Context: an optimization exercise on an open-source flow, tuned for small area. The choices shown serve that exercise and are no tape-out recipe.
Function was checked by simulation only, so behaviour that the tests miss may differ from the original.
The flow treats the clock pin as an ideal source. Dropping or thinning the clock tree relies on that and would not hold on a real chip.
Power and IR drop assume default switching activity.

## i2c_control
module i2c_control(
	Clk,
	Rst_n,
	wrreg_req,
	rdreg_req,
	addr,
	addr_mode,
	wrdata,
	rddata,
	device_id,
	RW_Done,
	ack,
	i2c_sclk,
	i2c_sdat_i,
	i2c_sdat_pull
);
	input Clk;
	input Rst_n;
	input wrreg_req;
	input rdreg_req;
	input [15:0]addr;
	input addr_mode;
	input [7:0]wrdata;
	output reg[7:0]rddata;
	input [7:0]device_id;
	output RW_Done;
	output reg ack;
	output i2c_sclk;
	input i2c_sdat_i;
	output reg i2c_sdat_pull;
	reg [2:0] b;
	reg rd;
	reg [3:0] s;
	reg [1:0] q;
	reg [7:0] sr;
	wire tick, pre, post;
	wire idle = (!b[2] && !b[1] && !b[0]);
	wire fin = (b[2] && b[1]);
	wire act = (!b[2] && b[1]) || (b[2] && !b[1]) || (b[0]);
	wire start_ok = idle || (fin && tick);
	wire req = wrreg_req || rdreg_req;
	wire start = start_ok && req;
	wire dslot = s[3];
	wire gap = !s[3] && ((!s[2] && s[1]));
	wire gaph = !s[3] && ((s[1] && !s[0]));
	wire gapl = !s[3] && ((!s[2] && s[1] && s[0]));
	wire s_sta = !s[3] && ((s[2]));
	wire s_sto = !s[3] && ((!s[1] && s[0]));
	wire s_ack = !s[3] && ((!s[1] && !s[0]));
	wire isB0 = (!b[2] && !b[1]);
	wire isB4 = (b[2] && b[0]);
	wire has_sta = (!b[2] && !b[1]) || (b[2] && !b[0] && rd);
	wire has_sto = (b[2] && b[0]) || (b[2] && !rd);
	wire sel_dev = (!b[2] && !b[1]) || (b[2] && rd);
	wire wr_last = (b[2] && !rd);
	wire dev_or1 = (b[2]);
	wire capture = (b[2] && b[1] && rd);
	wire addr_hi = (!b[2] && !b[0] && addr_mode) || (b[1] && b[0] && !addr_mode);
	wire addr_lo = (!b[2] && !b[0] && !addr_mode) || (b[1] && b[0] && addr_mode);
	wire q0 = (!q[1] && !q[0]);
	wire q2 = (q[1] && !q[0]);
	wire q3 = (q[1] && q[0]);
	wire q_odd = (q[0]);
	wire q_hi = (q[1]);
	wire t = tick && !gap;             
	wire slot_end = t && q3;
	wire gap_end = tick && gap && act;    
	wire gap1 = act && gap && post;    
	wire gap2 = gap && pre;            
	assign RW_Done = fin && tick;
	assign i2c_sclk = q_hi || gaph || (isB0 && s_sta);
	i2c_bit_shift i2c_bit_shift(
		.Clk(Clk),
		.ld(start_ok || gap1),
		.tick(tick),
		.pre(pre),
		.post(post)
	);
	always @(posedge Clk or negedge Rst_n)
	if (!Rst_n) begin
		b <= 3'd0;
		s <= 4'd2;
		q <= 2'd0;
	end
	else begin
		if (start_ok)
			b <= req ? 3'd1 : 3'd0;
		else if (gap1)
			case (b)
				3'd1: b <= 3'd2;
				3'd2: b <= addr_mode ? 3'd3 : 3'd4;
				3'd3: b <= 3'd4;
				3'd4: b <= rd ? 3'd5 : 3'd6;
				default: b <= 3'd6;
			endcase
		if (t) begin
  ...
For scale: ~33 flip-flops, ~50 I/O pins, roughly 1600 um2 of cells after synthesis.
==> module i2c_control, before the edit <==
module i2c_control(
	Clk,
	Rst_n,
	wrreg_req,
	rdreg_req,
	addr,
	addr_mode,
	wrdata,
	rddata,
	device_id,
	RW_Done,
	ack,
	i2c_sclk,
	i2c_sdat_i,
	i2c_sdat_pull
);
	input Clk;
	input Rst_n;
	input wrreg_req;
	input rdreg_req;
	input [15:0]addr;
	input addr_mode;
	input [7:0]wrdata;
	output reg[7:0]rddata;
	input [7:0]device_id;
	output RW_Done;
	output reg ack;
	output i2c_sclk;
	input i2c_sdat_i;
	output reg i2c_sdat_pull;
	reg [2:0] b;
	reg rd;
	reg [3:0] s;
	reg [1:0] q;
	reg [7:0] sr;
	wire tick, pre, post;
	wire idle = (!b[2] && !b[1] && !b[0]);
	wire fin = (b[2] && b[1]);
	wire act = (!b[2] && b[1]) || (b[2] && !b[1]) || (b[0]);
	wire start_ok = idle || (fin && tick);
	wire req = wrreg_req || rdreg_req;
	wire start = start_ok && req;
	wire dslot = s[3];
	wire gap = !s[3] && ((!s[2] && s[1]));
	wire gaph = !s[3] && ((s[1] && !s[0]));
	wire gapl = !s[3] && ((!s[2] && s[1] && s[0]));
	wire s_sta = !s[3] && ((s[2]));
	wire s_sto = !s[3] && ((!s[1] && s[0]));
	wire s_ack = !s[3] && ((!s[1] && !s[0]));
	wire isB0 = (!b[2] && !b[1]);
	wire isB4 = (b[2] && b[0]);
	wire has_sta = (!b[2] && !b[1]) || (b[2] && !b[0] && rd);
	wire has_sto = (b[2] && b[0]) || (b[2] && !rd);
	wire sel_dev = (!b[2] && !b[1]) || (b[2] && rd);
	wire wr_last = (b[2] && !rd);
	wire dev_or1 = (b[2]);
	wire capture = (b[2] && b[1] && rd);
	wire addr_hi = (!b[2] && !b[0] && addr_mode) || (b[1] && b[0] && !addr_mode);
	wire addr_lo = (!b[2] && !b[0] && !addr_mode) || (b[1] && b[0] && addr_mode);
	wire q0 = (!q[1] && !q[0]);
	wire q2 = (q[1] && !q[0]);
	wire q3 = (q[1] && q[0]);
	wire q_odd = (q[0]);
	wire q_hi = (q[1]);
	wire t = tick && !gap;             
	wire slot_end = t && q3;
	wire gap_end = tick && gap && act;    
	wire gap1 = act && gap && post;    
	wire gap2 = gap && pre;            
	assign RW_Done = fin && tick;
	assign i2c_sclk = q_hi || gaph || (isB0 && s_sta);
	i2c_bit_shift i2c_bit_shift(
		.Clk(Clk),
		.ld(start_ok || gap1),
		.tick(tick),
		.pre(pre),
		.post(post)
	);
	always @(posedge Clk or negedge Rst_n)
	if (!Rst_n) begin
		b <= 3'd0;
		s <= 4'd2;
		q <= 2'd0;
	end
	else begin
		if (start_ok)
			b <= req ? 3'd1 : 3'd0;
		else if (gap1)
			case (b)
				3'd1: b <= 3'd2;
				3'd2: b <= addr_mode ? 3'd3 : 3'd4;
				3'd3: b <= 3'd4;
				3'd4: b <= rd ? 3'd5 : 3'd6;
				default: b <= 3'd6;
			endcase
		if (t) begin
			q[1] <= (!q[1] && q[0]) || (q[1] && !q[0]);
			q[0] <= (!q[0]);
		end
		if (gap_end)
			s <= has_sta ? 4'd7 : 4'd8;
		else if (slot_end) begin
			if (dslot)
				s <= (s[2:0] == 3'd7) ? 4'd0 : {1'b1, s[2:0] + 3'd1};
			else if (s_ack)
				s <= has_sto ? 4'd1 : 4'd3;
			else if (s_sto)
				s <= 4'd2;
			else
				s <= 4'd8;
		end
	end
	always @(posedge Clk)
		if (start)
			rd <= !wrreg_req;
	wire ld_dev = gap2 && sel_dev;
	wire ld_hi  = gap2 && addr_hi;
	wire ld_lo  = gap2 && addr_lo;
	wire ld_wr  = gap2 && wr_last;
	wire shift  = t && q2 && (dslot || (s_ack && !isB4));
	wire hold   = !gap2 && !shift;
	wire sh_in  = (dslot && !isB4) ? sr[7] : i2c_sdat_i;
	wire [7:0] dev = device_id | {7'd0, dev_or1};
	always @(posedge Clk)
		sr <= ({8{ld_dev}} & dev) | ({8{ld_hi}} & addr[15:8]) | ({8{ld_lo}} & addr[7:0]) |
		      ({8{ld_wr}} & wrdata) | ({8{shift}} & {sr[6:0], sh_in}) | ({8{hold}} & sr);
	always @(posedge Clk or negedge Rst_n)
	if (!Rst_n) begin
		i2c_sdat_pull <= 1'b0;
		ack <= 1'b0;
		rddata <= 8'd0;
	end
	else begin
		if (gapl && post)
			i2c_sdat_pull <= !sr[1];
		else if (t && q0 && dslot)
			i2c_sdat_pull <= !sr[7] && !isB4;
		else if (t && !q_odd && !dslot)
			i2c_sdat_pull <= q_hi ? s_sta : s_sto;
		if (start_ok)
			ack <= 1'b0;
		else if (gap1 && !isB4)
			ack <= ack | sr[0];
		if (capture && gap2)
			rddata <= sr;
	end
endmodule
==> flow/config.mk <==
export PLATFORM = sky130hd
export DESIGN_NAME = i2c_control
export DESIGN_NICKNAME = i2c_control
export VERILOG_FILES = /design/flow/design.v
export SDC_FILE = /design/flow/constraint.sdc
export NUM_CORES = 4
export LEC_CHECK = 0
export ABC_AREA = 1
export CAP_MARGIN = 20
export CORE_MARGIN = 2
export CORE_UTILIZATION = 45
export SLEW_MARGIN = 20
==> flow/constraint.sdc <==
create_clock -name core_clock -period 10.0 [get_ports {Clk}]
set_input_delay 2.0000 -clock core_clock [delete_from_list [all_inputs] [get_ports {Clk}]]
set_output_delay 2.0000 -clock core_clock [all_outputs]
set_load 0.01 [all_outputs]
standard.sh (not shown) runs the stock make flow with config.mk's settings and CLKGATE_MAP_FILE= SYNTH_SCRIPT=/design/flow/synth_recipe.tcl, a recipe that flattens the netlist after the stock synthesis.
==> flow/flow/run.sh <==
#!/bin/bash
# Own layout flow: the standard flow (standard.sh), with these changes:
#  - the port buffers are buf_1 cells;
#  - the clock tree is two clkbuf_8 cells driven by the clock port, each
#    driving half of the registers (flow/manual_cts.tcl, in place of
#    clock_tree_synthesis in the CTS step; the rest of the step, with its
#    legalisation and timing repair, is unchanged).
# make's output goes to standard_flow.log; ORFS keeps each step's log
# under orfs/logs.
set -euo pipefail
here=$PWD
rm -rf scripts_local
cp -r "$FLOW_HOME/scripts" scripts_local
cp flow/abc_area.script scripts_local/abc_area.script
sed -i "s|^log_cmd clock_tree_synthesis {\*}\$cts_args|source $here/flow/manual_cts.tcl|" scripts_local/cts.tcl
grep -q "manual_cts.tcl" scripts_local/cts.tcl
export SCRIPTS_DIR=$here/scripts_local
export BUFFER_PORTS_ARGS="-buffer_cell sky130_fd_sc_hd__buf_1"
export MCTS_CELL=sky130_fd_sc_hd__clkbuf_8
export MCTS_GROUPS=2
bash standard.sh ADDER_MAP_FILE= finish > standard_flow.log 2>&1
Other scripts of this flow, unchanged in this note and not shown: flow/flow/abc_area.script, flow/flow/manual_cts.tcl
==> next run, changes <==
--- a/flow/design.v
+++ b/flow/design.v
@@ -55,11 +55,11 @@
 	reg [3:0] s;
 	reg [1:0] q;
 	reg [7:0] sr;
 	wire tick, pre, post;
-	wire idle = (!b[2] && !b[1] && !b[0]);
-	wire fin = (b[2] && b[1]);
-	wire act = (!b[2] && b[1]) || (b[2] && !b[1]) || (b[0]);
+	wire idle = (b[2] && b[1] && !b[0]);
+	wire fin = (b[2] && !b[1] && b[0]);
+	wire act = (!b[2]) || (!b[1] && !b[0]) || (b[1] && b[0]);
 	wire start_ok = idle || (fin && tick);
 	wire req = wrreg_req || rdreg_req;
 	wire start = start_ok && req;
 	wire dslot = s[3];
@@ -68,27 +68,27 @@
 	wire gapl = !s[3] && ((!s[2] && s[1] && s[0]));
 	wire s_sta = !s[3] && ((s[2]));
 	wire s_sto = !s[3] && ((!s[1] && s[0]));
 	wire s_ack = !s[3] && ((!s[1] && !s[0]));
-	wire isB0 = (!b[2] && !b[1]);
-	wire isB4 = (b[2] && b[0]);
-	wire has_sta = (!b[2] && !b[1]) || (b[2] && !b[0] && rd);
-	wire has_sto = (b[2] && b[0]) || (b[2] && !rd);
-	wire sel_dev = (!b[2] && !b[1]) || (b[2] && rd);
-	wire wr_last = (b[2] && !rd);
-	wire dev_or1 = (b[2]);
-	wire capture = (b[2] && b[1] && rd);
-	wire addr_hi = (!b[2] && !b[0] && addr_mode) || (b[1] && b[0] && !addr_mode);
-	wire addr_lo = (!b[2] && !b[0] && !addr_mode) || (b[1] && b[0] && addr_mode);
+	wire isB0 = (b[2] && !b[1]);
+	wire isB4 = (b[2] && b[1]);
+	wire has_sta = (!b[2] && b[0] && rd) || (b[2] && !b[1]);
+	wire has_sto = (b[2] && b[1]) || (b[0] && !rd);
+	wire sel_dev = (b[2]) || (b[0] && rd);
+	wire wr_last = (b[0] && !rd);
+	wire dev_or1 = (!b[2]);
+	wire capture = (b[2] && !b[1] && b[0] && rd);
+	wire addr_hi = (!b[2] && !b[1] && !b[0] && !addr_mode) || (b[1] && addr_mode);
+	wire addr_lo = (!b[2] && !b[1] && !b[0] && addr_mode) || (b[1] && !addr_mode);
 	wire q0 = (!q[1] && !q[0]);
 	wire q2 = (q[1] && !q[0]);
 	wire q3 = (q[1] && q[0]);
 	wire q_odd = (q[0]);
 	wire q_hi = (q[1]);
 	wire t = tick && !gap;             
 	wire slot_end = t && q3;
-	wire gap_end = tick && gap && act;    
-	wire gap1 = act && gap && post;    
+	wire gap_end = tick && gap && !fin;    
+	wire gap1 = gap && post;    
 	wire gap2 = gap && pre;            
 	assign RW_Done = fin && tick;
 	assign i2c_sclk = q_hi || gaph || (isB0 && s_sta);
 	i2c_bit_shift i2c_bit_shift(
@@ -99,22 +99,22 @@
 		.post(post)
 	);
 	always @(posedge Clk or negedge Rst_n)
 	if (!Rst_n) begin
-		b <= 3'd0;
+		b <= 3'd6;
 		s <= 4'd2;
 		q <= 2'd0;
 	end
 	else begin
 		if (start_ok)
-			b <= req ? 3'd1 : 3'd0;
+			b <= req ? 3'd4 : 3'd6;
 		else if (gap1)
 			case (b)
-				3'd1: b <= 3'd2;
-				3'd2: b <= addr_mode ? 3'd3 : 3'd4;
-				3'd3: b <= 3'd4;
-				3'd4: b <= rd ? 3'd5 : 3'd6;
-				default: b <= 3'd6;
+				3'd4: b <= 3'd2;
+				3'd2: b <= addr_mode ? 3'd0 : 3'd1;
+				3'd0: b <= 3'd1;
+				3'd1: b <= rd ? 3'd7 : 3'd5;
+				default: b <= 3'd5;
 			endcase
 		if (t) begin
 			q[1] <= (!q[1] && q[0]) || (q[1] && !q[0]);
 			q[0] <= (!q[0]);
@@ -162,8 +162,8 @@
 		if (start_ok)
 			ack <= 1'b0;
 		else if (gap1 && !isB4)
 			ack <= ack | sr[0];
-		if (capture && gap2)
+		if (capture && pre)
 			rddata <= sr;
 	end
 endmodule
The changed run went through all stages and came out clean; worst setup slack gets worse by 0.054 ns; register-to-register slack gets worse by 0.09 ns; utilization decreases by 0.30 points; global-route usage increases by 0.57 points; cell area decreases slightly; combinational power decreases by well over a third; first-iteration DRC count increases by a quarter to a third; final cell count decreases slightly; area after synthesis decreases slightly; hold slack hardly moves; wire length increases by a few percent; total power decreases by well over a third; sequential power decreases by well over a third; synthesized cell count decreases slightly.
In every run of this note, the design's own scripts or RTL, not TritonCTS, make the clock network.

==> afterwards: timing with drivers on the ports <==
The flow's constraints put no driver on any port. The routed layouts listed below were extracted and timed again, unchanged, in two steps.
Step 1 (the two cells are an assumption about what drives the block):
set clk [get_ports {Clk}]
set_driving_cell -lib_cell sky130_fd_sc_hd__clkbuf_16 $clk
set_driving_cell -lib_cell sky130_fd_sc_hd__buf_2 [delete_from_list [all_inputs] $clk]
Step 2, shift: input delay + t, output delay - t, t = (earliest + latest rising clock arrival at the registers) / 2. This alone moves slack from input paths to output paths.
Slacks: no drivers / after step 1 / after step 2; pairs: no drivers / after step 1.
run | t, ns | setup slack, ns | clock arrival spread, ns | slew at the worst register clock pin (ns)
the first run | 0.191 | 6.673 / 6.635 / 6.492 | 0.004 / 0.004 | 0.10 / 0.10
the second run | 0.188 | 6.618 / 6.583 / 6.771 | 0.011 / 0.010 | 0.10 / 0.10
After both steps setup and hold are still met in every run listed. For the first run, which loses most, drivers alone change the setup slack by -0.038 ns; drivers and shift together by -0.181 ns.
